Source: an optimization exercise on an open RTL-to-GDS flow (aim: small area). Production flows keep margins and buffers that such runs may drop. No functional check of the RTL was part of any run shown here.

### design.v
package AggrCDMAPkg;
    parameter int CDMA_CODE_WIDTH = 16;                      
    parameter int NUM_PORTS       = CDMA_CODE_WIDTH;         
    parameter int DATA_WIDTH      = 8;                       
    parameter int LOG_CODE_WIDTH  = $clog2(CDMA_CODE_WIDTH-1); 
    parameter int COUNTER_WIDTH   = $clog2(CDMA_CODE_WIDTH-1);   
    parameter logic [CDMA_CODE_WIDTH*CDMA_CODE_WIDTH-1:0] CDMA_CODES    
                   = { 16'd0,
                       16'd21845,
                       16'd13107,
                       16'd26214,
                       16'd3855,
                       16'd23130,
                       16'd15420,
                       16'd26985,
                       16'd255,
                       16'd21930,
                       16'd13260,
                       16'd26265,
                       16'd4080,
                       16'd23205,
                       16'd15555,
                       16'd27030};
    typedef   logic [DATA_WIDTH-1:0] dataWord;  
endpackage
module fa3 (
  input  logic a,
  input  logic b,
  input  logic c,
  output logic s,
  output logic co
);
  assign s  = a ^ b ^ c;
  assign co = (a & b) | (a & c) | (b & c);
endmodule
module ha2 (
  input  logic a,
  input  logic b,
  output logic s,
  output logic co
);
  assign s  = a ^ b;
  assign co = a & b;
endmodule
module acdma_top (
  input  logic         clk,
  input  logic         rst,
  input  logic [127:0] data_in,
  output logic [127:0] decoded_out
);
  logic [15:1] chip;
  wire  [15:0] chipx = {chip, 1'b0};
  wire  [3:0]  ph = ~{chip[8], chip[4], chip[2], chip[1]};
  wire  [3:0]  nn = ~(ph + 4'h1);
  always_ff @(posedge clk) begin
    if (rst) chip <= 15'd0;
    else begin
      chip[1] <= nn[0];
      chip[2] <= nn[1];
      chip[3] <= nn[0] ^ nn[1];
      chip[4] <= nn[2];
      chip[5] <= nn[0] ^ nn[2];
      chip[6] <= nn[1] ^ nn[2];
      chip[7] <= nn[0] ^ nn[1] ^ nn[2];
      chip[8] <= nn[3];
      chip[9] <= nn[0] ^ nn[3];
      chip[10] <= nn[1] ^ nn[3];
      chip[11] <= nn[0] ^ nn[1] ^ nn[3];
      chip[12] <= nn[2] ^ nn[3];
      chip[13] <= nn[0] ^ nn[2] ^ nn[3];
      chip[14] <= nn[1] ^ nn[2] ^ nn[3];
      chip[15] <= nn[0] ^ nn[1] ^ nn[2] ^ nn[3];
    end
  end
  logic [127:0] w;
  assign w[7:0] = {~(data_in[7] ^ chipx[0]), data_in[6:0] ^ {7{chipx[0]}}};
  assign w[15:8] = {~(data_in[15] ^ chipx[1]), data_in[14:8] ^ {7{chipx[1]}}};
  assign w[23:16] = {~(data_in[23] ^ chipx[2]), data_in[22:16] ^ {7{chipx[2]}}};
  assign w[31:24] = {~(data_in[31] ^ chipx[3]), data_in[30:24] ^ {7{chipx[3]}}};
  assign w[39:32] = {~(data_in[39] ^ chipx[4]), data_in[38:32] ^ {7{chipx[4]}}};
  assign w[47:40] = {~(data_in[47] ^ chipx[5]), data_in[46:40] ^ {7{chipx[5]}}};
  assign w[55:48] = {~(data_in[55] ^ chipx[6]), data_in[54:48] ^ {7{chipx[6]}}};
  assign w[63:56] = {~(data_in[63] ^ chipx[7]), data_in[62:56] ^ {7{chipx[7]}}};
  assign w[71:64] = {~(data_in[71] ^ chipx[8]), data_in[70:64] ^ {7{chipx[8]}}};
  assign w[79:72] = {~(data_in[79] ^ chipx[9]), data_in[78:72] ^ {7{chipx[9]}}};
  assign w[87:80] = {~(data_in[87] ^ chipx[10]), data_in[86:80] ^ {7{chipx[10]}}};
  assign w[95:88] = {~(data_in[95] ^ chipx[11]), data_in[94:88] ^ {7{chipx[11]}}};
  assign w[103:96] = {~(data_in[103] ^ chipx[12]), data_in[102:96] ^ {7{chipx[12]}}};
  assign w[111:104] = {~(data_in[111] ^ chipx[13]), data_in[110:104] ^ {7{chipx[13]}}};
  assign w[119:112] = {~(data_in[119] ^ chipx[14]), data_in[118:112] ^ {7{chipx[14]}}};
  assign w[127:120] = {~(data_in[127] ^ chipx[15]), data_in[126:120] ^ {7{chipx[15]}}};
  wire ts0, tc0;
  fa3 uts0 (.a(w[120]), .b(w[112]), .c(w[104]), .s(ts0), .co(tc0));
  wire ts1, tc1;
  ha2 uts1 (.a(w[96]), .b(w[88]), .s(ts1), .co(tc1));
  wire ts2, tc2;
  fa3 uts2 (.a(w[121]), .b(w[113]), .c(w[105]), .s(ts2), .co(tc2));
  wire ts3, tc3;
  fa3 uts3 (.a(w[97]), .b(w[89]), .c(w[81]), .s(ts3), .co(tc3));
  wire ts4, tc4;
  ha2 uts4 (.a(w[73]), .b(w[65]), .s(ts4), .co(tc4));
  wire ts5, tc5;
  fa3 uts5 (.a(w[122]), .b(w[114]), .c(w[106]), .s(ts5), .co(tc5));
  wire ts6, tc6;
  fa3 uts6 (.a(w[98]), .b(w[90]), .c(w[82]), .s(ts6), .co(tc6));
  wire ts7, tc7;
  fa3 uts7 (.a(w[74]), .b(w[66]), .c(w[58]), .s(ts7), .co(tc7));
  wire ts8, tc8;
  fa3 uts8 (.a(w[123]), .b(w[115]), .c(w[107]), .s(ts8), .co(tc8));
  wire ts9, tc9;
  fa3 uts9 (.a(w[99]), .b(w[91]), .c(w[83]), .s(ts9), .co(tc9));
  wire ts10, tc10;
  fa3 uts10 (.a(w[75]), .b(w[67]), .c(w[59]), .s(ts10), .co(tc10));
  wire ts11, tc11;
  fa3 uts11 (.a(w[124]), .b(w[116]), .c(w[108]), .s(ts11), .co(tc11));
  wire ts12, tc12;
  fa3 uts12 (.a(w[100]), .b(w[92]), .c(w[84]), .s(ts12), .co(tc12));
  wire ts13, tc13;
  fa3 uts13 (.a(w[76]), .b(w[68]), .c(w[60]), .s(ts13), .co(tc13));
  wire ts14, tc14;
  fa3 uts14 (.a(w[125]), .b(w[117]), .c(w[109]), .s(ts14), .co(tc14));
  wire ts15, tc15;
  fa3 uts15 (.a(w[101]), .b(w[93]), .c(w[85]), .s(ts15), .co(tc15));
  wire ts16, tc16;
  fa3 uts16 (.a(w[77]), .b(w[69]), .c(w[61]), .s(ts16), .co(tc16));
  wire ts17, tc17;
  fa3 uts17 (.a(w[126]), .b(w[118]), .c(w[110]), .s(ts17), .co(tc17));
  wire ts18, tc18;
  fa3 uts18 (.a(w[102]), .b(w[94]), .c(w[86]), .s(ts18), .co(tc18));
  wire ts19, tc19;
  fa3 uts19 (.a(w[78]), .b(w[70]), .c(w[62]), .s(ts19), .co(tc19));
  wire ts20, tc20;
  fa3 uts20 (.a(w[127]), .b(w[119]), .c(w[111]), .s(ts20), .co(tc20));
  wire ts21, tc21;
  fa3 uts21 (.a(w[103]), .b(w[95]), .c(w[87]), .s(ts21), .co(tc21));
  wire ts22, tc22;
  fa3 uts22 (.a(w[79]), .b(w[71]), .c(w[63]), .s(ts22), .co(tc22));
  wire ts23, tc23;
  fa3 uts23 (.a(w[80]), .b(w[72]), .c(w[64]), .s(ts23), .co(tc23));
  wire ts24, tc24;
  fa3 uts24 (.a(w[56]), .b(w[48]), .c(w[40]), .s(ts24), .co(tc24));
  wire ts25, tc25;
  fa3 uts25 (.a(tc1), .b(tc0), .c(w[57]), .s(ts25), .co(tc25));
  wire ts26, tc26;
  fa3 uts26 (.a(w[49]), .b(w[41]), .c(w[33]), .s(ts26), .co(tc26));
  wire ts27, tc27;
  fa3 uts27 (.a(w[25]), .b(w[17]), .c(w[9]), .s(ts27), .co(tc27));
  wire ts28, tc28;
  fa3 uts28 (.a(tc4), .b(tc3), .c(tc2), .s(ts28), .co(tc28));
  wire ts29, tc29;
  fa3 uts29 (.a(w[50]), .b(w[42]), .c(w[34]), .s(ts29), .co(tc29));
  wire ts30, tc30;
  fa3 uts30 (.a(w[26]), .b(w[18]), .c(w[10]), .s(ts30), .co(tc30));
  wire ts31, tc31;
  ha2 uts31 (.a(w[2]), .b(ts7), .s(ts31), .co(tc31));
  wire ts32, tc32;
  fa3 uts32 (.a(tc7), .b(tc6), .c(tc5), .s(ts32), .co(tc32));
  wire ts33, tc33;
  fa3 uts33 (.a(w[51]), .b(w[43]), .c(w[35]), .s(ts33), .co(tc33));
  wire ts34, tc34;
  fa3 uts34 (.a(w[27]), .b(w[19]), .c(w[11]), .s(ts34), .co(tc34));
  wire ts35, tc35;
  fa3 uts35 (.a(w[3]), .b(ts10), .c(ts9), .s(ts35), .co(tc35));
  wire ts36, tc36;
  fa3 uts36 (.a(tc10), .b(tc9), .c(tc8), .s(ts36), .co(tc36));
  wire ts37, tc37;
  fa3 uts37 (.a(w[52]), .b(w[44]), .c(w[36]), .s(ts37), .co(tc37));
  wire ts38, tc38;
  fa3 uts38 (.a(w[28]), .b(w[20]), .c(w[12]), .s(ts38), .co(tc38));
  wire ts39, tc39;
  fa3 uts39 (.a(w[4]), .b(ts13), .c(ts12), .s(ts39), .co(tc39));
  wire ts40, tc40;
  fa3 uts40 (.a(tc13), .b(tc12), .c(tc11), .s(ts40), .co(tc40));
  wire ts41, tc41;
  fa3 uts41 (.a(w[53]), .b(w[45]), .c(w[37]), .s(ts41), .co(tc41));
  wire ts42, tc42;
  fa3 uts42 (.a(w[29]), .b(w[21]), .c(w[13]), .s(ts42), .co(tc42));
  wire ts43, tc43;
  fa3 uts43 (.a(w[5]), .b(ts16), .c(ts15), .s(ts43), .co(tc43));
  wire ts44, tc44;
  fa3 uts44 (.a(tc16), .b(tc15), .c(tc14), .s(ts44), .co(tc44));
  wire ts45, tc45;
  fa3 uts45 (.a(w[54]), .b(w[46]), .c(w[38]), .s(ts45), .co(tc45));
  wire ts46, tc46;
  fa3 uts46 (.a(w[30]), .b(w[22]), .c(w[14]), .s(ts46), .co(tc46));
  wire ts47, tc47;
  fa3 uts47 (.a(w[6]), .b(ts19), .c(ts18), .s(ts47), .co(tc47));
  wire ts48, tc48;
  fa3 uts48 (.a(tc19), .b(tc18), .c(tc17), .s(ts48), .co(tc48));
  wire ts49, tc49;
  fa3 uts49 (.a(w[55]), .b(w[47]), .c(w[39]), .s(ts49), .co(tc49));
  wire ts50, tc50;
  fa3 uts50 (.a(w[31]), .b(w[23]), .c(w[15]), .s(ts50), .co(tc50));
  wire ts51, tc51;
  fa3 uts51 (.a(w[7]), .b(ts22), .c(ts21), .s(ts51), .co(tc51));
  wire ts52, tc52;
  fa3 uts52 (.a(w[32]), .b(w[24]), .c(w[16]), .s(ts52), .co(tc52));
  wire ts53, tc53;
  ha2 uts53 (.a(w[8]), .b(w[0]), .s(ts53), .co(tc53));
  wire ts54, tc54;
  fa3 uts54 (.a(tc24), .b(tc23), .c(w[1]), .s(ts54), .co(tc54));
  wire ts55, tc55;
  fa3 uts55 (.a(ts4), .b(ts3), .c(ts2), .s(ts55), .co(tc55));
  wire ts56, tc56;
  ha2 uts56 (.a(ts27), .b(ts26), .s(ts56), .co(tc56));
  wire ts57, tc57;
  fa3 uts57 (.a(tc27), .b(tc26), .c(tc25), .s(ts57), .co(tc57));
  wire ts58, tc58;
  fa3 uts58 (.a(ts6), .b(ts5), .c(ts31), .s(ts58), .co(tc58));
  wire ts59, tc59;
  fa3 uts59 (.a(ts30), .b(ts29), .c(ts28), .s(ts59), .co(tc59));
  wire ts60, tc60;
  fa3 uts60 (.a(tc31), .b(tc30), .c(tc29), .s(ts60), .co(tc60));
  wire ts61, tc61;
  fa3 uts61 (.a(tc28), .b(ts8), .c(ts35), .s(ts61), .co(tc61));
  wire ts62, tc62;
  fa3 uts62 (.a(ts34), .b(ts33), .c(ts32), .s(ts62), .co(tc62));
  wire ts63, tc63;
  fa3 uts63 (.a(tc35), .b(tc34), .c(tc33), .s(ts63), .co(tc63));
  wire ts64, tc64;
  fa3 uts64 (.a(tc32), .b(ts11), .c(ts39), .s(ts64), .co(tc64));
  wire ts65, tc65;
  fa3 uts65 (.a(ts38), .b(ts37), .c(ts36), .s(ts65), .co(tc65));
  wire ts66, tc66;
  fa3 uts66 (.a(tc39), .b(tc38), .c(tc37), .s(ts66), .co(tc66));
  wire ts67, tc67;
  fa3 uts67 (.a(tc36), .b(ts14), .c(ts43), .s(ts67), .co(tc67));
  wire ts68, tc68;
  fa3 uts68 (.a(ts42), .b(ts41), .c(ts40), .s(ts68), .co(tc68));
  wire ts69, tc69;
  fa3 uts69 (.a(tc43), .b(tc42), .c(tc41), .s(ts69), .co(tc69));
  wire ts70, tc70;
  fa3 uts70 (.a(tc40), .b(ts17), .c(ts47), .s(ts70), .co(tc70));
  wire ts71, tc71;
  fa3 uts71 (.a(ts46), .b(ts45), .c(ts44), .s(ts71), .co(tc71));
  wire ts72, tc72;
  fa3 uts72 (.a(tc47), .b(tc46), .c(tc45), .s(ts72), .co(tc72));
  wire ts73, tc73;
  fa3 uts73 (.a(tc44), .b(ts20), .c(ts51), .s(ts73), .co(tc73));
  wire ts74, tc74;
  fa3 uts74 (.a(ts50), .b(ts49), .c(ts48), .s(ts74), .co(tc74));
  wire ts75, tc75;
  fa3 uts75 (.a(tc51), .b(tc50), .c(tc49), .s(ts75), .co(tc75));
  wire ts76, tc76;
  fa3 uts76 (.a(tc48), .b(tc22), .c(tc21), .s(ts76), .co(tc76));
  wire ts77, tc77;
  fa3 uts77 (.a(ts1), .b(ts0), .c(ts24), .s(ts77), .co(tc77));
  wire ts78, tc78;
  fa3 uts78 (.a(tc53), .b(tc52), .c(ts25), .s(ts78), .co(tc78));
  wire ts79, tc79;
  ha2 uts79 (.a(ts56), .b(ts55), .s(ts79), .co(tc79));
  wire ts80, tc80;
  fa3 uts80 (.a(tc56), .b(tc55), .c(tc54), .s(ts80), .co(tc80));
  wire ts81, tc81;
  fa3 uts81 (.a(ts59), .b(ts58), .c(ts57), .s(ts81), .co(tc81));
  wire ts82, tc82;
  fa3 uts82 (.a(tc59), .b(tc58), .c(tc57), .s(ts82), .co(tc82));
  wire ts83, tc83;
  fa3 uts83 (.a(ts62), .b(ts61), .c(ts60), .s(ts83), .co(tc83));
  wire ts84, tc84;
  fa3 uts84 (.a(tc62), .b(tc61), .c(tc60), .s(ts84), .co(tc84));
  wire ts85, tc85;
  fa3 uts85 (.a(ts65), .b(ts64), .c(ts63), .s(ts85), .co(tc85));
  wire ts86, tc86;
  fa3 uts86 (.a(tc65), .b(tc64), .c(tc63), .s(ts86), .co(tc86));
  wire ts87, tc87;
  fa3 uts87 (.a(ts68), .b(ts67), .c(ts66), .s(ts87), .co(tc87));
  wire ts88, tc88;
  fa3 uts88 (.a(tc68), .b(tc67), .c(tc66), .s(ts88), .co(tc88));
  wire ts89, tc89;
  fa3 uts89 (.a(ts71), .b(ts70), .c(ts69), .s(ts89), .co(tc89));
  wire ts90, tc90;
  fa3 uts90 (.a(tc71), .b(tc70), .c(tc69), .s(ts90), .co(tc90));
  wire ts91, tc91;
  fa3 uts91 (.a(ts74), .b(ts73), .c(ts72), .s(ts91), .co(tc91));
  wire ts92, tc92;
  fa3 uts92 (.a(tc74), .b(tc73), .c(tc72), .s(ts92), .co(tc92));
  wire ts93, tc93;
  fa3 uts93 (.a(tc20), .b(ts76), .c(ts75), .s(ts93), .co(tc93));
  wire ts94, tc94;
  ha2 uts94 (.a(ts23), .b(ts53), .s(ts94), .co(tc94));
  wire ts95, tc95;
  fa3 uts95 (.a(tc77), .b(ts54), .c(ts79), .s(ts95), .co(tc95));
  wire ts96, tc96;
  fa3 uts96 (.a(tc79), .b(tc78), .c(ts81), .s(ts96), .co(tc96));
  wire ts97, tc97;
  fa3 uts97 (.a(tc81), .b(tc80), .c(ts83), .s(ts97), .co(tc97));
  wire ts98, tc98;
  fa3 uts98 (.a(tc83), .b(tc82), .c(ts85), .s(ts98), .co(tc98));
  wire ts99, tc99;
  fa3 uts99 (.a(tc85), .b(tc84), .c(ts87), .s(ts99), .co(tc99));
  wire ts100, tc100;
  fa3 uts100 (.a(tc87), .b(tc86), .c(ts89), .s(ts100), .co(tc100));
  wire ts101, tc101;
  fa3 uts101 (.a(tc89), .b(tc88), .c(ts91), .s(ts101), .co(tc101));
  wire ts102, tc102;
  fa3 uts102 (.a(tc91), .b(tc90), .c(ts93), .s(ts102), .co(tc102));
  wire ts103, tc103;
  fa3 uts103 (.a(tc93), .b(tc92), .c(tc76), .s(ts103), .co(tc103));
  wire [11:0] t0 = {1'b0, tc103, ts103, ts102, ts101, ts100, ts99, ts98, ts97, ts96, ts95, ts94};
  wire [11:0] t1 = {1'b0, 1'b0, tc75, ts92, ts90, ts88, ts86, ts84, ts82, ts80, ts78, ts77};
  wire [11:0] t2 = {1'b0, 1'b0, tc102, tc101, tc100, tc99, tc98, tc97, tc96, tc95, tc94, ts52};
  logic [11:0] a0, a1, a2;
  logic [11:0] r1, r2;
  logic [11:3] r3;
  logic [3:0] xl;
  logic [7:0] xd;
  logic cx;
  wire sel = ~ph[0];
  wire [3:0] xa = sel ? {r2[2:0], 1'b0} : r2[3:0];
  wire [3:0] xb = sel ? ~xl : r1[3:0];
  wire [4:0] xc;
  wire [3:0] xs;
  ha2 uxl0 (.a(xa[0]), .b(xb[0]), .s(xs[0]), .co(xc[1]));
  fa3 uxl1 (.a(xa[1]), .b(xb[1]), .c(xc[1]), .s(xs[1]), .co(xc[2]));
  fa3 uxl2 (.a(xa[2]), .b(xb[2]), .c(xc[2]), .s(xs[2]), .co(xc[3]));
  fa3 uxl3 (.a(xa[3]), .b(xb[3]), .c(xc[3]), .s(xs[3]), .co(xc[4]));
  wire [7:0] ya = sel ? r3[11:4] : r3[10:3];
  wire [7:0] yb = sel ? r2[11:4] : ~xd;
  wire [8:0] yc;
  wire [7:0] ys;
  assign yc[0] = cx;
  fa3 uxh0 (.a(ya[0]), .b(yb[0]), .c(yc[0]), .s(ys[0]), .co(yc[1]));
  fa3 uxh1 (.a(ya[1]), .b(yb[1]), .c(yc[1]), .s(ys[1]), .co(yc[2]));
  fa3 uxh2 (.a(ya[2]), .b(yb[2]), .c(yc[2]), .s(ys[2]), .co(yc[3]));
  fa3 uxh3 (.a(ya[3]), .b(yb[3]), .c(yc[3]), .s(ys[3]), .co(yc[4]));
  fa3 uxh4 (.a(ya[4]), .b(yb[4]), .c(yc[4]), .s(ys[4]), .co(yc[5]));
  fa3 uxh5 (.a(ya[5]), .b(yb[5]), .c(yc[5]), .s(ys[5]), .co(yc[6]));
  fa3 uxh6 (.a(ya[6]), .b(yb[6]), .c(yc[6]), .s(ys[6]), .co(yc[7]));
  assign ys[7] = ya[7] ^ yb[7] ^ yc[7];
  always_ff @(posedge clk) begin
    a0 <= t0;
    a1 <= t1;
    a2 <= t2;
    r1 <= a0 + a1 + a2;
    r2 <= r1;
    r3 <= r2[11:3];
    xl <= xs;
    cx <= xc[4];
    xd <= ys;
  end
  wire [3:0] xlo = xl;
  logic [7:0] sl, sh;
  logic clr_lo, clr_hi;
  assign clr_lo = (ph == 4'd4) | (ph == 4'd5);
  always_comb begin
    case (ph)
      4'd0: sl = 8'haa;
      4'd1: sl = 8'h55;
      4'd2: sl = 8'h00;
      4'd3: sl = 8'h00;
      4'd4: sl = 8'h5a;
      4'd5: sl = 8'hb4;
      4'd6: sl = 8'he1;
      4'd7: sl = 8'hc3;
      4'd8: sl = 8'ha5;
      4'd9: sl = 8'h4b;
      4'd10: sl = 8'h1e;
      4'd11: sl = 8'h3c;
      4'd12: sl = 8'h99;
      4'd13: sl = 8'h33;
      4'd14: sl = 8'h66;
      4'd15: sl = 8'hcc;
      default: sl = 8'h00;
    endcase
  end
  always_ff @(posedge clk) begin
    sh <= sl;
    clr_hi <= clr_lo;
  end
  logic [3:0] klo [0:7];
  logic [7:0] khi [0:7];
  assign klo[0] = ph[0] ? 4'hc : 4'hc;
  assign khi[0] = ph[0] ? 8'hff : 8'hff;
  assign klo[1] = ph[0] ? 4'hc : 4'hc;
  assign khi[1] = ph[0] ? 8'hff : 8'hff;
  assign klo[2] = ph[0] ? 4'hc : 4'h8;
  assign khi[2] = ph[0] ? 8'h7 : 8'hff;
  assign klo[3] = ph[0] ? 4'h0 : 4'hc;
  assign khi[3] = ph[0] ? 8'hff : 8'h0;
  assign klo[4] = ph[0] ? 4'hc : 4'hc;
  assign khi[4] = ph[0] ? 8'hff : 8'hff;
  assign klo[5] = ph[0] ? 4'hc : 4'hc;
  assign khi[5] = ph[0] ? 8'hff : 8'hff;
  assign klo[6] = ph[0] ? 4'hc : 4'hc;
  assign khi[6] = ph[0] ? 8'hff : 8'hff;
  assign klo[7] = ph[0] ? 4'hc : 4'hc;
  assign khi[7] = ph[0] ? 8'hff : 8'hff;
  logic [11:0] ring [0:15];
  logic [7:0]  cy;
  wire [3:0] la0 = clr_lo ? klo[0] : ring[0][3:0];
  wire [3:0] lb0 = xlo ^ {4{sl[0]}};
  wire [4:0] lc0;
  wire [3:0] ls0;
  assign lc0[0] = 1'b0;
  ha2 ul0_0 (.a(la0[0]), .b(lb0[0]), .s(ls0[0]), .co(lc0[1]));
  fa3 ul0_1 (.a(la0[1]), .b(lb0[1]), .c(lc0[1]), .s(ls0[1]), .co(lc0[2]));
  fa3 ul0_2 (.a(la0[2]), .b(lb0[2]), .c(lc0[2]), .s(ls0[2]), .co(lc0[3]));
  fa3 ul0_3 (.a(la0[3]), .b(lb0[3]), .c(lc0[3]), .s(ls0[3]), .co(lc0[4]));
  wire [7:0] ha0 = clr_hi ? khi[0] : ring[1][11:4];
  wire [7:0] hb0 = xd ^ {8{sh[0]}};
  wire [7:0] hc0;
  wire [7:0] hs0;
  assign hc0[0] = cy[0];
  fa3 uh0_0 (.a(ha0[0]), .b(hb0[0]), .c(hc0[0]), .s(hs0[0]), .co(hc0[1]));
  fa3 uh0_1 (.a(ha0[1]), .b(hb0[1]), .c(hc0[1]), .s(hs0[1]), .co(hc0[2]));
  fa3 uh0_2 (.a(ha0[2]), .b(hb0[2]), .c(hc0[2]), .s(hs0[2]), .co(hc0[3]));
  fa3 uh0_3 (.a(ha0[3]), .b(hb0[3]), .c(hc0[3]), .s(hs0[3]), .co(hc0[4]));
  fa3 uh0_4 (.a(ha0[4]), .b(hb0[4]), .c(hc0[4]), .s(hs0[4]), .co(hc0[5]));
  fa3 uh0_5 (.a(ha0[5]), .b(hb0[5]), .c(hc0[5]), .s(hs0[5]), .co(hc0[6]));
  fa3 uh0_6 (.a(ha0[6]), .b(hb0[6]), .c(hc0[6]), .s(hs0[6]), .co(hc0[7]));
  assign hs0[7] = ha0[7] ^ hb0[7] ^ hc0[7];
  wire [3:0] la1 = clr_lo ? klo[1] : ring[2][3:0];
  wire [3:0] lb1 = xlo ^ {4{sl[1]}};
  wire [4:0] lc1;
  wire [3:0] ls1;
  assign lc1[0] = 1'b0;
  ha2 ul1_0 (.a(la1[0]), .b(lb1[0]), .s(ls1[0]), .co(lc1[1]));
  fa3 ul1_1 (.a(la1[1]), .b(lb1[1]), .c(lc1[1]), .s(ls1[1]), .co(lc1[2]));
  fa3 ul1_2 (.a(la1[2]), .b(lb1[2]), .c(lc1[2]), .s(ls1[2]), .co(lc1[3]));
  fa3 ul1_3 (.a(la1[3]), .b(lb1[3]), .c(lc1[3]), .s(ls1[3]), .co(lc1[4]));
  wire [7:0] ha1 = clr_hi ? khi[1] : ring[3][11:4];
  wire [7:0] hb1 = xd ^ {8{sh[1]}};
  wire [7:0] hc1;
  wire [7:0] hs1;
  assign hc1[0] = cy[1];
  fa3 uh1_0 (.a(ha1[0]), .b(hb1[0]), .c(hc1[0]), .s(hs1[0]), .co(hc1[1]));
  fa3 uh1_1 (.a(ha1[1]), .b(hb1[1]), .c(hc1[1]), .s(hs1[1]), .co(hc1[2]));
  fa3 uh1_2 (.a(ha1[2]), .b(hb1[2]), .c(hc1[2]), .s(hs1[2]), .co(hc1[3]));
  fa3 uh1_3 (.a(ha1[3]), .b(hb1[3]), .c(hc1[3]), .s(hs1[3]), .co(hc1[4]));
  fa3 uh1_4 (.a(ha1[4]), .b(hb1[4]), .c(hc1[4]), .s(hs1[4]), .co(hc1[5]));
  fa3 uh1_5 (.a(ha1[5]), .b(hb1[5]), .c(hc1[5]), .s(hs1[5]), .co(hc1[6]));
  fa3 uh1_6 (.a(ha1[6]), .b(hb1[6]), .c(hc1[6]), .s(hs1[6]), .co(hc1[7]));
  assign hs1[7] = ha1[7] ^ hb1[7] ^ hc1[7];
  wire [3:0] la2 = clr_lo ? klo[2] : ring[4][3:0];
  wire [3:0] lb2 = xlo ^ {4{sl[2]}};
  wire [4:0] lc2;
  wire [3:0] ls2;
  assign lc2[0] = 1'b0;
  ha2 ul2_0 (.a(la2[0]), .b(lb2[0]), .s(ls2[0]), .co(lc2[1]));
  fa3 ul2_1 (.a(la2[1]), .b(lb2[1]), .c(lc2[1]), .s(ls2[1]), .co(lc2[2]));
  fa3 ul2_2 (.a(la2[2]), .b(lb2[2]), .c(lc2[2]), .s(ls2[2]), .co(lc2[3]));
  fa3 ul2_3 (.a(la2[3]), .b(lb2[3]), .c(lc2[3]), .s(ls2[3]), .co(lc2[4]));
  wire [7:0] ha2 = clr_hi ? khi[2] : ring[5][11:4];
  wire [7:0] hb2 = xd ^ {8{sh[2]}};
  wire [7:0] hc2;
  wire [7:0] hs2;
  assign hc2[0] = cy[2];
  fa3 uh2_0 (.a(ha2[0]), .b(hb2[0]), .c(hc2[0]), .s(hs2[0]), .co(hc2[1]));
  fa3 uh2_1 (.a(ha2[1]), .b(hb2[1]), .c(hc2[1]), .s(hs2[1]), .co(hc2[2]));
  fa3 uh2_2 (.a(ha2[2]), .b(hb2[2]), .c(hc2[2]), .s(hs2[2]), .co(hc2[3]));
  fa3 uh2_3 (.a(ha2[3]), .b(hb2[3]), .c(hc2[3]), .s(hs2[3]), .co(hc2[4]));
  fa3 uh2_4 (.a(ha2[4]), .b(hb2[4]), .c(hc2[4]), .s(hs2[4]), .co(hc2[5]));
  fa3 uh2_5 (.a(ha2[5]), .b(hb2[5]), .c(hc2[5]), .s(hs2[5]), .co(hc2[6]));
  fa3 uh2_6 (.a(ha2[6]), .b(hb2[6]), .c(hc2[6]), .s(hs2[6]), .co(hc2[7]));
  assign hs2[7] = ha2[7] ^ hb2[7] ^ hc2[7];
  wire [3:0] la3 = clr_lo ? klo[3] : ring[6][3:0];
  wire [3:0] lb3 = xlo ^ {4{sl[3]}};
  wire [4:0] lc3;
  wire [3:0] ls3;
  assign lc3[0] = 1'b0;
  ha2 ul3_0 (.a(la3[0]), .b(lb3[0]), .s(ls3[0]), .co(lc3[1]));
  fa3 ul3_1 (.a(la3[1]), .b(lb3[1]), .c(lc3[1]), .s(ls3[1]), .co(lc3[2]));
  fa3 ul3_2 (.a(la3[2]), .b(lb3[2]), .c(lc3[2]), .s(ls3[2]), .co(lc3[3]));
  fa3 ul3_3 (.a(la3[3]), .b(lb3[3]), .c(lc3[3]), .s(ls3[3]), .co(lc3[4]));
  wire [7:0] ha3 = clr_hi ? khi[3] : ring[7][11:4];
  wire [7:0] hb3 = xd ^ {8{sh[3]}};
  wire [7:0] hc3;
  wire [7:0] hs3;
  assign hc3[0] = cy[3];
  fa3 uh3_0 (.a(ha3[0]), .b(hb3[0]), .c(hc3[0]), .s(hs3[0]), .co(hc3[1]));
  fa3 uh3_1 (.a(ha3[1]), .b(hb3[1]), .c(hc3[1]), .s(hs3[1]), .co(hc3[2]));
  fa3 uh3_2 (.a(ha3[2]), .b(hb3[2]), .c(hc3[2]), .s(hs3[2]), .co(hc3[3]));
  fa3 uh3_3 (.a(ha3[3]), .b(hb3[3]), .c(hc3[3]), .s(hs3[3]), .co(hc3[4]));
  fa3 uh3_4 (.a(ha3[4]), .b(hb3[4]), .c(hc3[4]), .s(hs3[4]), .co(hc3[5]));
  fa3 uh3_5 (.a(ha3[5]), .b(hb3[5]), .c(hc3[5]), .s(hs3[5]), .co(hc3[6]));
  fa3 uh3_6 (.a(ha3[6]), .b(hb3[6]), .c(hc3[6]), .s(hs3[6]), .co(hc3[7]));
  assign hs3[7] = ha3[7] ^ hb3[7] ^ hc3[7];
  wire [3:0] la4 = clr_lo ? klo[4] : ring[8][3:0];
  wire [3:0] lb4 = xlo ^ {4{sl[4]}};
  wire [4:0] lc4;
  wire [3:0] ls4;
  assign lc4[0] = 1'b0;
  ha2 ul4_0 (.a(la4[0]), .b(lb4[0]), .s(ls4[0]), .co(lc4[1]));
  fa3 ul4_1 (.a(la4[1]), .b(lb4[1]), .c(lc4[1]), .s(ls4[1]), .co(lc4[2]));
  fa3 ul4_2 (.a(la4[2]), .b(lb4[2]), .c(lc4[2]), .s(ls4[2]), .co(lc4[3]));
  fa3 ul4_3 (.a(la4[3]), .b(lb4[3]), .c(lc4[3]), .s(ls4[3]), .co(lc4[4]));
  wire [7:0] ha4 = clr_hi ? khi[4] : ring[9][11:4];
  wire [7:0] hb4 = xd ^ {8{sh[4]}};
  wire [7:0] hc4;
  wire [7:0] hs4;
  assign hc4[0] = cy[4];
  fa3 uh4_0 (.a(ha4[0]), .b(hb4[0]), .c(hc4[0]), .s(hs4[0]), .co(hc4[1]));
  fa3 uh4_1 (.a(ha4[1]), .b(hb4[1]), .c(hc4[1]), .s(hs4[1]), .co(hc4[2]));
  fa3 uh4_2 (.a(ha4[2]), .b(hb4[2]), .c(hc4[2]), .s(hs4[2]), .co(hc4[3]));
  fa3 uh4_3 (.a(ha4[3]), .b(hb4[3]), .c(hc4[3]), .s(hs4[3]), .co(hc4[4]));
  fa3 uh4_4 (.a(ha4[4]), .b(hb4[4]), .c(hc4[4]), .s(hs4[4]), .co(hc4[5]));
  fa3 uh4_5 (.a(ha4[5]), .b(hb4[5]), .c(hc4[5]), .s(hs4[5]), .co(hc4[6]));
  fa3 uh4_6 (.a(ha4[6]), .b(hb4[6]), .c(hc4[6]), .s(hs4[6]), .co(hc4[7]));
  assign hs4[7] = ha4[7] ^ hb4[7] ^ hc4[7];
  wire [3:0] la5 = clr_lo ? klo[5] : ring[10][3:0];
  wire [3:0] lb5 = xlo ^ {4{sl[5]}};
  wire [4:0] lc5;
  wire [3:0] ls5;
  assign lc5[0] = 1'b0;
  ha2 ul5_0 (.a(la5[0]), .b(lb5[0]), .s(ls5[0]), .co(lc5[1]));
  fa3 ul5_1 (.a(la5[1]), .b(lb5[1]), .c(lc5[1]), .s(ls5[1]), .co(lc5[2]));
  fa3 ul5_2 (.a(la5[2]), .b(lb5[2]), .c(lc5[2]), .s(ls5[2]), .co(lc5[3]));
  fa3 ul5_3 (.a(la5[3]), .b(lb5[3]), .c(lc5[3]), .s(ls5[3]), .co(lc5[4]));
  wire [7:0] ha5 = clr_hi ? khi[5] : ring[11][11:4];
  wire [7:0] hb5 = xd ^ {8{sh[5]}};
  wire [7:0] hc5;
  wire [7:0] hs5;
  assign hc5[0] = cy[5];
  fa3 uh5_0 (.a(ha5[0]), .b(hb5[0]), .c(hc5[0]), .s(hs5[0]), .co(hc5[1]));
  fa3 uh5_1 (.a(ha5[1]), .b(hb5[1]), .c(hc5[1]), .s(hs5[1]), .co(hc5[2]));
  fa3 uh5_2 (.a(ha5[2]), .b(hb5[2]), .c(hc5[2]), .s(hs5[2]), .co(hc5[3]));
  fa3 uh5_3 (.a(ha5[3]), .b(hb5[3]), .c(hc5[3]), .s(hs5[3]), .co(hc5[4]));
  fa3 uh5_4 (.a(ha5[4]), .b(hb5[4]), .c(hc5[4]), .s(hs5[4]), .co(hc5[5]));
  fa3 uh5_5 (.a(ha5[5]), .b(hb5[5]), .c(hc5[5]), .s(hs5[5]), .co(hc5[6]));
  fa3 uh5_6 (.a(ha5[6]), .b(hb5[6]), .c(hc5[6]), .s(hs5[6]), .co(hc5[7]));
  assign hs5[7] = ha5[7] ^ hb5[7] ^ hc5[7];
  wire [3:0] la6 = clr_lo ? klo[6] : ring[12][3:0];
  wire [3:0] lb6 = xlo ^ {4{sl[6]}};
  wire [4:0] lc6;
  wire [3:0] ls6;
  assign lc6[0] = 1'b0;
  ha2 ul6_0 (.a(la6[0]), .b(lb6[0]), .s(ls6[0]), .co(lc6[1]));
  fa3 ul6_1 (.a(la6[1]), .b(lb6[1]), .c(lc6[1]), .s(ls6[1]), .co(lc6[2]));
  fa3 ul6_2 (.a(la6[2]), .b(lb6[2]), .c(lc6[2]), .s(ls6[2]), .co(lc6[3]));
  fa3 ul6_3 (.a(la6[3]), .b(lb6[3]), .c(lc6[3]), .s(ls6[3]), .co(lc6[4]));
  wire [7:0] ha6 = clr_hi ? khi[6] : ring[13][11:4];
  wire [7:0] hb6 = xd ^ {8{sh[6]}};
  wire [7:0] hc6;
  wire [7:0] hs6;
  assign hc6[0] = cy[6];
  fa3 uh6_0 (.a(ha6[0]), .b(hb6[0]), .c(hc6[0]), .s(hs6[0]), .co(hc6[1]));
  fa3 uh6_1 (.a(ha6[1]), .b(hb6[1]), .c(hc6[1]), .s(hs6[1]), .co(hc6[2]));
  fa3 uh6_2 (.a(ha6[2]), .b(hb6[2]), .c(hc6[2]), .s(hs6[2]), .co(hc6[3]));
  fa3 uh6_3 (.a(ha6[3]), .b(hb6[3]), .c(hc6[3]), .s(hs6[3]), .co(hc6[4]));
  fa3 uh6_4 (.a(ha6[4]), .b(hb6[4]), .c(hc6[4]), .s(hs6[4]), .co(hc6[5]));
  fa3 uh6_5 (.a(ha6[5]), .b(hb6[5]), .c(hc6[5]), .s(hs6[5]), .co(hc6[6]));
  fa3 uh6_6 (.a(ha6[6]), .b(hb6[6]), .c(hc6[6]), .s(hs6[6]), .co(hc6[7]));
  assign hs6[7] = ha6[7] ^ hb6[7] ^ hc6[7];
  wire [3:0] la7 = clr_lo ? klo[7] : ring[14][3:0];
  wire [3:0] lb7 = xlo ^ {4{sl[7]}};
  wire [4:0] lc7;
  wire [3:0] ls7;
  assign lc7[0] = 1'b0;
  ha2 ul7_0 (.a(la7[0]), .b(lb7[0]), .s(ls7[0]), .co(lc7[1]));
  fa3 ul7_1 (.a(la7[1]), .b(lb7[1]), .c(lc7[1]), .s(ls7[1]), .co(lc7[2]));
  fa3 ul7_2 (.a(la7[2]), .b(lb7[2]), .c(lc7[2]), .s(ls7[2]), .co(lc7[3]));
  fa3 ul7_3 (.a(la7[3]), .b(lb7[3]), .c(lc7[3]), .s(ls7[3]), .co(lc7[4]));
  wire [7:0] ha7 = clr_hi ? khi[7] : ring[15][11:4];
  wire [7:0] hb7 = xd ^ {8{sh[7]}};
  wire [7:0] hc7;
  wire [7:0] hs7;
  assign hc7[0] = cy[7];
  fa3 uh7_0 (.a(ha7[0]), .b(hb7[0]), .c(hc7[0]), .s(hs7[0]), .co(hc7[1]));
  fa3 uh7_1 (.a(ha7[1]), .b(hb7[1]), .c(hc7[1]), .s(hs7[1]), .co(hc7[2]));
  fa3 uh7_2 (.a(ha7[2]), .b(hb7[2]), .c(hc7[2]), .s(hs7[2]), .co(hc7[3]));
  fa3 uh7_3 (.a(ha7[3]), .b(hb7[3]), .c(hc7[3]), .s(hs7[3]), .co(hc7[4]));
  fa3 uh7_4 (.a(ha7[4]), .b(hb7[4]), .c(hc7[4]), .s(hs7[4]), .co(hc7[5]));
  fa3 uh7_5 (.a(ha7[5]), .b(hb7[5]), .c(hc7[5]), .s(hs7[5]), .co(hc7[6]));
  fa3 uh7_6 (.a(ha7[6]), .b(hb7[6]), .c(hc7[6]), .s(hs7[6]), .co(hc7[7]));
  assign hs7[7] = ha7[7] ^ hb7[7] ^ hc7[7];
  always_ff @(posedge clk) begin
    ring[1] <= {ring[0][11:4], ls0};
    cy[0] <= lc0[4];
    ring[2] <= {hs0, ring[1][3:0]};
    ring[3] <= {ring[2][11:4], ls1};
    cy[1] <= lc1[4];
    ring[4] <= {hs1, ring[3][3:0]};
    ring[5] <= {ring[4][11:4], ls2};
    cy[2] <= lc2[4];
    ring[6] <= {hs2, ring[5][3:0]};
    ring[7] <= {ring[6][11:4], ls3};
    cy[3] <= lc3[4];
    ring[8] <= {hs3, ring[7][3:0]};
    ring[9] <= {ring[8][11:4], ls4};
    cy[4] <= lc4[4];
    ring[10] <= {hs4, ring[9][3:0]};
    ring[11] <= {ring[10][11:4], ls5};
    cy[5] <= lc5[4];
    ring[12] <= {hs5, ring[11][3:0]};
    ring[13] <= {ring[12][11:4], ls6};
    cy[6] <= lc6[4];
    ring[14] <= {hs6, ring[13][3:0]};
    ring[15] <= {ring[14][11:4], ls7};
    cy[7] <= lc7[4];
    ring[0] <= {hs7, ring[15][3:0]};
  end
  assign decoded_out[7:0] = ring[5][11:4];
  assign decoded_out[15:8] = ring[6][11:4];
  assign decoded_out[23:16] = ring[7][11:4];
  assign decoded_out[31:24] = ring[8][11:4];
  assign decoded_out[39:32] = ring[9][11:4];
  assign decoded_out[47:40] = ring[10][11:4];
  assign decoded_out[55:48] = ring[11][11:4];
  assign decoded_out[63:56] = ring[12][11:4];
  assign decoded_out[71:64] = ring[13][11:4];
  assign decoded_out[79:72] = ring[14][11:4];
  assign decoded_out[87:80] = ring[15][11:4];
  assign decoded_out[95:88] = ring[0][11:4];
  assign decoded_out[103:96] = ring[1][11:4];
  assign decoded_out[111:104] = ring[2][11:4];
  assign decoded_out[119:112] = ring[3][11:4];
  assign decoded_out[127:120] = ring[4][11:4];
endmodule
### flow/run.sh
#!/bin/bash
# The standard layout, with the smallest buffer on every input and output port
# instead of the flow's default choice, and clock tree synthesis without dummy
# loads and with smaller clock buffers.  make's output goes to flow_make.log.
set -euo pipefail
export BUFFER_PORTS_ARGS="-buffer_cell sky130_fd_sc_hd__buf_1"
export CTS_ARGS="-sink_clustering_enable -repair_clock_nets -dont_use_dummy_load -buf_list {sky130_fd_sc_hd__clkbuf_4 sky130_fd_sc_hd__clkbuf_8}"
bash standard.sh > flow_make.log 2>&1
### standard.sh
#!/bin/bash
# synth_recipe.tcl (not shown) runs the flow's synth.tcl, then flattens the netlist and writes it again
# the make line also repeats each setting of config.mk as NAME=value (left out here)
make -C /OpenROAD-flow-scripts/flow DESIGN_CONFIG=/design/flow/config.mk WORK_HOME=/design/flow/orfs CLKGATE_MAP_FILE= SYNTH_SCRIPT=/design/flow/synth_recipe.tcl "${@:-finish}"
### config.mk
export PLATFORM = sky130hd
export DESIGN_NAME = acdma_top
export DESIGN_NICKNAME = acdma_top
export VERILOG_FILES = /design/flow/design.v
export SDC_FILE = /design/flow/constraint.sdc
export NUM_CORES = 4
export LEC_CHECK = 0
export CAP_MARGIN = 20
export CORE_MARGIN = 2
export CORE_UTILIZATION = 40
export PLACE_DENSITY = 0.6
export SLEW_MARGIN = 20
export SYNTH_HIERARCHICAL = 1
export SYNTH_MINIMUM_KEEP_SIZE = 0
### constraint.sdc
create_clock -name core_clock -period 4.0 [get_ports {clk}]
set_input_delay 0.8000 -clock core_clock [delete_from_list [all_inputs] [get_ports {clk}]]
set_output_delay 0.8000 -clock core_clock [all_outputs]
set_load 0.01 [all_outputs]
==> qor.csv, run 1 <==
metric,value,unit
Root Driver,clkbuf_8,
Skew-Pair Late Insertion Delay,0.56,ns
slew of the pin with the lowest slew margin,0.7067,ns
Final Hold Fails,0,
die footprint,39620,um2
port buffer count,257,
drt first pass iters,5,
first-pass GRT wire length,49040,um
via count,8153,
Slew HR,52.88,%
sequential fraction of the synthesis area,39.60,%
CTS tree,done,
crit path time final,3.885,ns
Final Cycle Share,97.12,%
"area leader, netlist",dfxtp_1,
top post-synthesis cells by area,"dfxtp_1 (40%), fa_1 (26%), xor2_1 (9.6%)",
post-route ant nets,0,
Inserted Diodes,0,
Post-Syn Area,15220,um2
share of the synthesized area in the top cell type,39.60,%
H-Tree Depth,2,
Synth Net Count,1570,
drt via density,4.341,
DP Cell Count,1829,
DP Wirelength,25960,um
Max Fclk,0.2574,GHz
vias in the first global route,9241,
Crit path top cell by count,fa_2,
DR WL/cell,16.76,um
DRT Wirelength,31480,um
"EDFF count, synth",0,
max incr delay on CP,0.44,ns
DR iter-0 viols,244,
layout cell share with drive strength beyond 1,15.07,%
fillcell total,3547,
GRT Util Overall,16.39,%
CP Capture Type,register,
die span in x,199.1,um
synthesis-to-finish area growth,9.628,%
Starting Density,40.50,%
maxcap violations,0,
worst min-delay path class,reg -> reg,
initial antenna violation count,0,
core area,37580,um2
final setup vio count,0,
Die H,199.1,um
Yosys reg bits,301,
worst path required time,4.49,ns
skew final,0.04727,ns
cell at the slowest stage of the critical path,fa_1,
Worst Path Max Fanout,4,
register area,6030,um2
Ports,258,
# Post-CTS Setup Buffers,0,
Post-Syn Instances,1212,
clk sinks,301,
Core Rows,71,
cts bufs inserted,49,
unrepaired setup endpoints after global routing,true,
"Reg clk slew, reported paths",0.06,ns
Crit Path Category,reg -> reg,
Yosys warnings,10,
post-synthesis cell type count,46,
largest net degree at the start of global routing,27,
"Arr. time, crit path",4.37,ns
grt ovf,0,
CTS Buffer Depth,3,
Final Wtd Congestion,0.8879,
fin nets,1727,
status,finished clean,
multi-input logic area,7985,um2
asr flop ratio synth,0,%
max-slew violation count,0,
Startpoint Class,register,
# DRC,0,
Most used DFF post-synth,dfxtp_1,
CP Cell Sequence,"or2_2, fa_1, fa_2, fa_2, fa_2, fa_1, fa_2, fa_1, xnor2_1, xnor2_1, xnor2_1",
syn_area_per_cell,12.56,um2
WHS,0.3122,ns
Layout Cells excl Fill,1878,
==> cell usage in the layout (no fill, tap or decap), types with 2 or more instances in the layout <==
master / instances
a211oi_1: 2
a21boi_0: 2
a21oi_1: 4
and2_1: 16
buf_1: 257
buf_4: 33
clkbuf_8: 49
dfxtp_1: 298
dfxtp_2: 3
fa_1: 148
fa_2: 50
ha_1: 30
inv_1: 37
mux2_2: 10
nand2_1: 26
nand2b_1: 14
nor2_1: 27
nor2b_1: 5
nor3_1: 4
o21ai_0: 30
o21ai_1: 2
o21ai_2: 2
or2_2: 44
xnor2_1: 84
xnor2_2: 2
xor2_1: 166
==> layer usage <==
| layer | up-vias | GRT usage [%] | share of wire (%) |
|---|---|---|---|
| met5 | - | 0 | 0 |
| met4 | 0 | 4.561 | 1.9 |
| met3 | 49 | 3.392 | 6.3 |
| met2 | 293 | 28.22 | 48 |
| met1 | 3950 | 20.87 | 44 |
| li1 | 3861 | - | - |
==> worst max-delay path, delay by kind of cell, from the launching register on <==
kind          cells  cell delay, ns
fa+ha+maj         7            2.70
xor+xnor          3            0.48
flops             1            0.33
simple gates      1            0.31
==> per-module statistics from Yosys, one instance, submodules excluded <==
module	cells inside	times used	flip-flops and latches	cell area (um2)
fa3	1	187	0	20.02
ha2	1	16	0	12.51
acdma_top	1009	1	301	11270
==> path summary, 6_finish.rpt <==
check / start / to / slack (ns) / cells past startpoint
setup / recovery: clr_hi / ring[2][11] / 0.12 / 11
hold / removal: ring[7][1] / ring[8][1] / 0.31 / 0
setup reg to reg: clr_hi / ring[2][11] / 0.12 / 11
hold reg to reg: ring[7][1] / ring[8][1] / 0.31 / 0
==> state kept, by name, indices dropped and copies added (netlist names) <==
register  cells
a1           10
r1           12
r2           12
clr_hi        1
a2           10
ring        192
xl            4
a0           11
xd            8
sh            8
chip         15
r3            9
cx            1
cy            8
==> synthesized netlist by cell type (2+ instances only) <==
master      n
nor2_1     27
xnor2_1    85
a21oi_1     4
nor3_1      4
nor2b_1     5
clkbuf_1   44
buf_2       8
nand2_1    26
or2_2      45
o21ai_2     2
inv_1      37
a21boi_0    2
ha_1       30
buf_4     131
o21ai_0    31
nand2b_1   14
mux2_2     10
a211oi_1    2
dfxtp_1   301
fa_1      198
xor2_1    166
and2_1     16
==> what timing repair did <==
action	CTS	global route
gates resized for setup	10	21
pin swaps	4	17
setup endpoints to repair	6	8
hold buffers	0	0
==> metrics by stage <==
step / worst slack, ns / TNS [ns] / util, % / cell area (um2)
6_report: 0.1151 / 0 / 44.40 / 16680
5_1_grt: -0.03550 / -0.05553 / 44.40 / 16680
4_1_cts: -0.03412 / -0.03412 / 44.26 / 16630
3_5_place_dp: -0.05344 / -0.2276 / 42.39 / 15930
3_3_place_gp: -0.0006355 / -0.0008749 / 42.39 / 15930
2_1_floorplan: -0.05462 / -0.05462 / - / 15330
==> layout make-up <==
type / instances / area share (%)
tap: 511 / 3.832
sequential: 301 / 36.14
timing repair buffer: 290 / 7.267
clock buffer: 49 / 4.042
multi-input combinational: 689 / 47.86
inverter: 38 / 0.8550
==> cells by family after synthesis <==
kind of cell / Yosys count / share of synthesized area (%)
multiplexers: 13 / 1.044
XOR/XNOR: 254 / 14.84
AND/OR/NAND/NOR: 142 / 4.991
buffers and inverters: 222 / 8.822
AO/OA/AOI/OAI: 52 / 2.195
adder cells (fa/ha/maj): 228 / 28.51
flip-flops: 301 / 39.60
==> run 2: changes to the inputs <==
--- a/flow/run.sh
+++ b/flow/run.sh
@@ -6,3 +6,3 @@
 export BUFFER_PORTS_ARGS="-buffer_cell sky130_fd_sc_hd__buf_1"
-export CTS_ARGS="-sink_clustering_enable -repair_clock_nets -dont_use_dummy_load -buf_list {sky130_fd_sc_hd__clkbuf_4 sky130_fd_sc_hd__clkbuf_8}"
+export CTS_ARGS="-sink_clustering_enable -repair_clock_nets -dont_use_dummy_load -buf_list {sky130_fd_sc_hd__clkbuf_2 sky130_fd_sc_hd__clkbuf_4 sky130_fd_sc_hd__clkbuf_8}"
 bash standard.sh > flow_make.log 2>&1
==> qor.csv, run 2 <==
metric,value,unit
reg2reg setup slack,0.12,ns
final setup vio count,0,
biggest regs,"ring (192), chip (15)",
final core occ,44.40,%
CTS Buffer Depth,3,
maxcap violations,0,
Max Fclk,0.2574,GHz
clk sinks,301,
post-place setup slack,-0.05344,ns
CTS tree,done,
post-synthesis cell type count,46,
cts bufs inserted,49,
"EDFF count, synth",0,
vias in the first global route,9241,
DR iter-0 viols,244,
grt ovf,0,
Worst R2R Path Depth,11,
skew final,0.04727,ns
sequential fraction of the synthesis area,39.60,%
Inserted Diodes,0,
unrepaired setup endpoints after global routing,true,
asr flop ratio synth,0,%
die footprint,39620,um2
CP Launch Point,clr_hi,
Hold Path Origin,ring[7][1],
Crit Path Category,reg -> reg,
Post-Syn Area,15220,um2
Hold Path Depth,0,
WHS,0.3122,ns
# Post-CTS Setup Buffers,0,
"most common cell after layout, fill and taps aside",dfxtp_1,
syn_area_per_cell,12.56,um2
most frequent cells in the layout,"dfxtp_1 (298), buf_1 (257), xor2_1 (166)",
drt first pass iters,5,
post-place instance area,15930,um2
top post-synthesis cells by area,"dfxtp_1 (40%), fa_1 (26%), xor2_1 (9.6%)",
share of the synthesized area in the top cell type,39.60,%
synthesis-to-finish area growth,9.628,%
largest net degree at the start of global routing,27,
"count leader, synth",dfxtp_1,
# DRC,0,
fin nets,1727,
most frequent cells after synthesis,"dfxtp_1 (301), fa_1 (198), xor2_1 (166)",
"Arr. time, crit path",4.37,ns
port buffer count,257,
DR WL/cell,16.76,um
worst path required time,4.49,ns
slew of the pin with the lowest slew margin,0.7067,ns
Ports,258,
Skew-Pair Late Insertion Delay,0.56,ns
fillcell total,3547,
Post-Syn Instances,1212,
max reg flops,192,
crit path time final,3.885,ns
post-route ant nets,0,
drt via density,4.341,
max-slew violation count,0,
first-pass GRT wire length,49040,um
reg-to-reg startpoint,clr_hi,
Final Cycle Share,97.12,%
Final Wtd Congestion,0.8879,
layout cell share with drive strength beyond 1,15.07,%
Die H,199.1,um
H-Tree Depth,2,
GRT Util Overall,16.39,%
DRT Wirelength,31480,um
Synth Net Count,1570,
Yosys warnings,10,
Hold EP,ring[8][1],
core area,37580,um2
Worst Path Max Fanout,4,
r2r endpoint,ring[2][11],
multi-input logic area,7985,um2
Startpoint Class,register,
Yosys reg bits,301,
Core Rows,71,
register area,6030,um2
"Most flops, register",ring,
via count,8153,
Most used DFF post-synth,dfxtp_1,
initial antenna violation count,0,
Final Hold Fails,0,
worst min-delay path class,reg -> reg,
Slew HR,52.88,%
post-route cell area,16680,um2
CP Capture Type,register,
"Reg clk slew, reported paths",0.06,ns
Root Driver,clkbuf_8,
CTS Hold Bufs,0,
Final WS setup,0.1151,ns
"area leader, netlist",dfxtp_1,
die span in x,199.1,um
Starting Density,40.50,%
DP Wirelength,25960,um
status,finished clean,
## run 2: cell counts after synthesis
Identical to the previous run, type by type.
## run 2: per-module statistics from Yosys, one instance, submodules excluded
module	area [um2]	cells	times used	flip-flops and latches
acdma_top	11270	1009	1	301
ha2	12.51	1	16	0
fa3	20.02	1	187	0
## run 2: timing repair
action,CTS,global route
gates resized for setup,10,21
pin swaps,4,17
setup endpoints to repair,6,8
cloned,0,0
## run 2: critical path, stage by stage, from the launching register on
cell	delay [ns]
dfxtp_2	0.33
or2_2	0.31
fa_1	0.44
fa_2	0.36
fa_2	0.36
fa_2	0.41
fa_1	0.39
fa_2	0.35
fa_1	0.39
xnor2_1	0.15
xnor2_1	0.20
xnor2_1	0.13
## run 2: worst max-delay path by stage
stage	cells after the start	slack (ns)	to
detailed placement	12	-0.05	ring[6][11]
global placement	13	-0.0006	ring[8][11]
finish	11	0.12	ring[2][11]
global route	12	-0.04	ring[12][11]
floorplan	13	-0.05	ring[6][11]
CTS	12	-0.03	ring[6][11]
## run 2: area by class of cell
cell class	instances	area share (%)
sequential	301	36.14
timing repair buffer	290	7.267
tap	511	3.832
clock buffer	49	4.042
multi-input combinational	689	47.86
inverter	38	0.8550
## run 2: through the flow
stage | TNS (ns) | cells
after floorplan | -0.05462 | 1212
after global placement | -0.0008749 | 1829
after detailed placement | -0.2276 | 1829
after CTS | -0.03412 | 1878
after global routing | -0.05553 | 1878
final | 0 | 1878
## run 2: kinds of logic after synthesis
group / after synthesis / share of synthesized area (%)
buffers and inverters: 222 / 8.822
adders and majority gates: 228 / 28.51
and+or+nand+nor: 142 / 4.991
xor gates and xnor gates: 254 / 14.84
muxes: 13 / 1.044
DFF: 301 / 39.60
AOI/OAI and AO/OA: 52 / 2.195
## run 2: layer usage
layer	vias to the layer above	part of all wire [%]	track usage, %
li1	3861	-	-
met1	3950	44	20.87
met2	293	48	28.22
met3	49	6.3	3.392
met4	0	1.9	4.561
met5	-	0	0
==> run 3: changes to the inputs <==
--- a/flow/run.sh
+++ b/flow/run.sh
@@ -6,3 +6,3 @@
 export BUFFER_PORTS_ARGS="-buffer_cell sky130_fd_sc_hd__buf_1"
-export CTS_ARGS="-sink_clustering_enable -repair_clock_nets -dont_use_dummy_load -buf_list {sky130_fd_sc_hd__clkbuf_2 sky130_fd_sc_hd__clkbuf_4 sky130_fd_sc_hd__clkbuf_8}"
+export CTS_ARGS="-sink_clustering_enable -repair_clock_nets -dont_use_dummy_load -buf_list {sky130_fd_sc_hd__clkbuf_8 sky130_fd_sc_hd__clkbuf_16} -sink_clustering_size 30 -sink_clustering_max_diameter 100"
 bash standard.sh > flow_make.log 2>&1
==> qor.csv, run 3 <==
metric,value,unit
status,finished clean,
# DRC,0,
Final Cycle Share,97.57,%
"Most flops, register",ring,
largest net degree at the start of global routing,31,
layout cell share with drive strength beyond 1,13.06,%
CP Capture Type,register,
GRT busiest layer,met2,
Layout Cells excl Fill,1843,
Worst Path Max Fanout,7,
"Arr. time, crit path",4.34,ns
first-pass GRT wire length,48220,um
max-slew violation count,0,
clk sinks,301,
die span in x,199.1,um
cts bufs inserted,14,
post-route cell area,16360,um2
reg-to-reg startpoint,clr_hi,
Starting Density,40.50,%
GRT Util Overall,15.99,%
most frequent cells after synthesis,"dfxtp_1 (301), fa_1 (198), xor2_1 (166)",
DR iter-0 viols,255,
CP Launch Point,clr_hi,
M1 GR Usage,21.06,%
H-Tree Depth,1,
Most used DFF post-synth,dfxtp_1,
"most common cell after layout, fill and taps aside",dfxtp_1,
Max Fclk,0.2562,GHz
Synth Net Count,1570,
Final Hold Fails,0,
DR WL/cell,16.77,um
Post-Syn Area,15220,um2
post-place instance area,15930,um2
fillcell total,3562,
"area leader, netlist",dfxtp_1,
accumulated negative setup slack,0,ns
CP Cell Sequence,"buf_4, or2_2, fa_2, fa_2, fa_2, fa_2, fa_2, fa_2, fa_2, xnor2_1, xnor2_1, xnor2_1",
fin nets,1692,
cell at the slowest stage of the critical path,fa_2,
Crit Path Category,reg -> reg,
Inserted Diodes,0,
Root Driver,clkbuf_16,
Core Rows,71,
worst path required time,4.43,ns
port buffer count,257,
end of the critical path,ring[12][11],
final setup vio count,0,
Die H,199.1,um
Yosys warnings,10,
# Post-CTS Setup Buffers,0,
DP Cell Count,1829,
"Reg clk slew, reported paths",0.11,ns
CTS Buffer Depth,3,
syn_area_per_cell,12.56,um2
post-synthesis cell type count,46,
Yosys reg bits,301,
Startpoint Class,register,
r2r endpoint,ring[12][11],
worst min-delay path class,reg -> reg,
die footprint,39620,um2
unrepaired setup endpoints after global routing,true,
initial antenna violation count,0,
biggest regs,"ring (192), chip (15)",
crit path time final,3.903,ns
vias in the first global route,8934,
core area,37580,um2
maxcap violations,0,
max reg flops,192,
post-route ant nets,0,
drt via density,4.315,
Ports,258,
DRT Wirelength,30900,um
"count leader, synth",dfxtp_1,
Crit path top cell by count,fa_2,
Skew-Pair Late Insertion Delay,0.48,ns
multi-input logic area,7990,um2
grt met3 use,2.228,%
Slew HR,53.91,%
top post-synthesis cells by area,"dfxtp_1 (40%), fa_1 (26%), xor2_1 (9.6%)",
max incr delay on CP,0.42,ns
Worst R2R Path Depth,12,
share of the synthesized area in the top cell type,39.60,%
reg2reg setup slack,0.1,ns
GR Util met2,28.15,%
sequential fraction of the synthesis area,39.60,%
drt first pass iters,4,
register area,6030,um2
Post-Syn Instances,1212,
most frequent cells in the layout,"dfxtp_1 (298), buf_1 (257), xor2_1 (166)",
asr flop ratio synth,0,%
DP Wirelength,25960,um
grt ovf,0,
synthesis-to-finish area growth,7.531,%
"EDFF count, synth",0,
slew of the pin with the lowest slew margin,0.6913,ns
Final Wtd Congestion,0.8879,
via count,7952,
skew final,0.03583,ns
CTS tree,done,
[run 3: changes by cell type in the layout (fill, tap and decap cells not counted)]
cell,change
or2_2,+1
fa_1,-3
or2_4,-1
fa_2,+3
clkbuf_8,-49
clkbuf_16,+14
[run 3: through the flow]
step	util [%]	setup WS [ns]	hold WS (ns)
2_1_floorplan	-	-0.05462	0.3096
3_3_place_gp	42.39	-0.0006355	0.3103
3_5_place_dp	42.39	-0.05344	0.3121
4_1_cts	43.44	0.01581	0.2994
5_1_grt	43.55	-0.05714	0.3134
6_report	43.55	0.09726	0.2994
[run 3: area by class of cell]
| class | count | share of cell area, % |
|---|---|---|
| clock buffer | 14 | 2.141 |
| inverter | 38 | 0.8716 |
| multi-input combinational | 689 | 48.83 |
| sequential | 301 | 36.85 |
| tap | 511 | 3.907 |
| timing repair buffer | 290 | 7.409 |
[run 3: worst min-delay path by stage]
stage	from	to	slack (ns)	cells past startpoint
floorplan	r1[10]	r2[10]	0.31	0
detailed placement	r1[10]	r2[10]	0.31	0
global placement	ring[9][1]	ring[10][1]	0.31	0
finish	r1[8]	r2[8]	0.30	0
CTS	r1[8]	r2[8]	0.30	0
global route	r1[8]	r2[8]	0.31	0
[run 3: logic make-up after synthesis]
| logic type | synth area share (%) |
|---|---|
| flops | 39.60 |
| xor+xnor | 14.84 |
| fa+ha+maj | 28.51 |
| buf+inv | 8.822 |
| simple gates | 4.991 |
| compound gates | 2.195 |
| mux | 1.044 |
[run 3: worst max-delay path: cells and delay by family (launching register included)]
family / cells / cell delay, ns
adders and majority gates: 7 / 2.55
xor gates and xnor gates: 3 / 0.47
DFF: 1 / 0.35
and+or+nand+nor: 1 / 0.30
buffers and inverters: 1 / 0.15
[run 3: modules after synthesis, one instance, submodules excluded]
module	cells inside	flip-flops and latches	area, um2
ha2	1	0	12.51
acdma_top	1009	301	11270
fa3	1	0	20.02
[run 3: what timing repair did]
action                                  4_1_cts  5_1_grt
gates cloned                                  0        0
pin swaps                                     8       17
resized for setup                            16       17
endpoints found under the setup margin        7        8
hold buffers                                  0        0
[run 3: routing by layer]
layer / up-vias / wire (um)
met4: 0 / 518
met3: 32 / 1525
met1: 3888 / 13880
met5: - / 0
met2: 242 / 14970
li1: 3790 / -

-- re-timing with driven ports --
The results above use ideal ports. As a check the final layouts listed here were re-extracted and re-timed, cells and wires unchanged. Step 1 sets driving cells, clkbuf_16 on the clock port and buf_2 on the other inputs (assumed; they add their load-dependent delay and slew). Step 2 also shifts input and output timing later by t, the mid clock arrival at the registers, as if the neighbouring blocks saw the same clock. Three values: ideal ports, drivers, drivers and shift; two values: the first two.
| run | t, ns | setup WS [ns] | worst setup path at the end | slew at the worst register clock pin (ns) | worst data-port slew with drivers (ns) |
|---|---|---|---|---|---|
| run 1 | 0.573 | 0.115 / 0.115 / 0.115 | register to register | 0.06 / 0.06 | 0.05 |
| run 2 | 0.573 | 0.115 / 0.115 / 0.115 | register to register | 0.06 / 0.06 | 0.05 |
| run 3 | 0.522 | 0.097 / 0.097 / 0.097 | register to register | 0.11 / 0.11 | 0.05 |
After both steps every run listed still meets setup and hold.
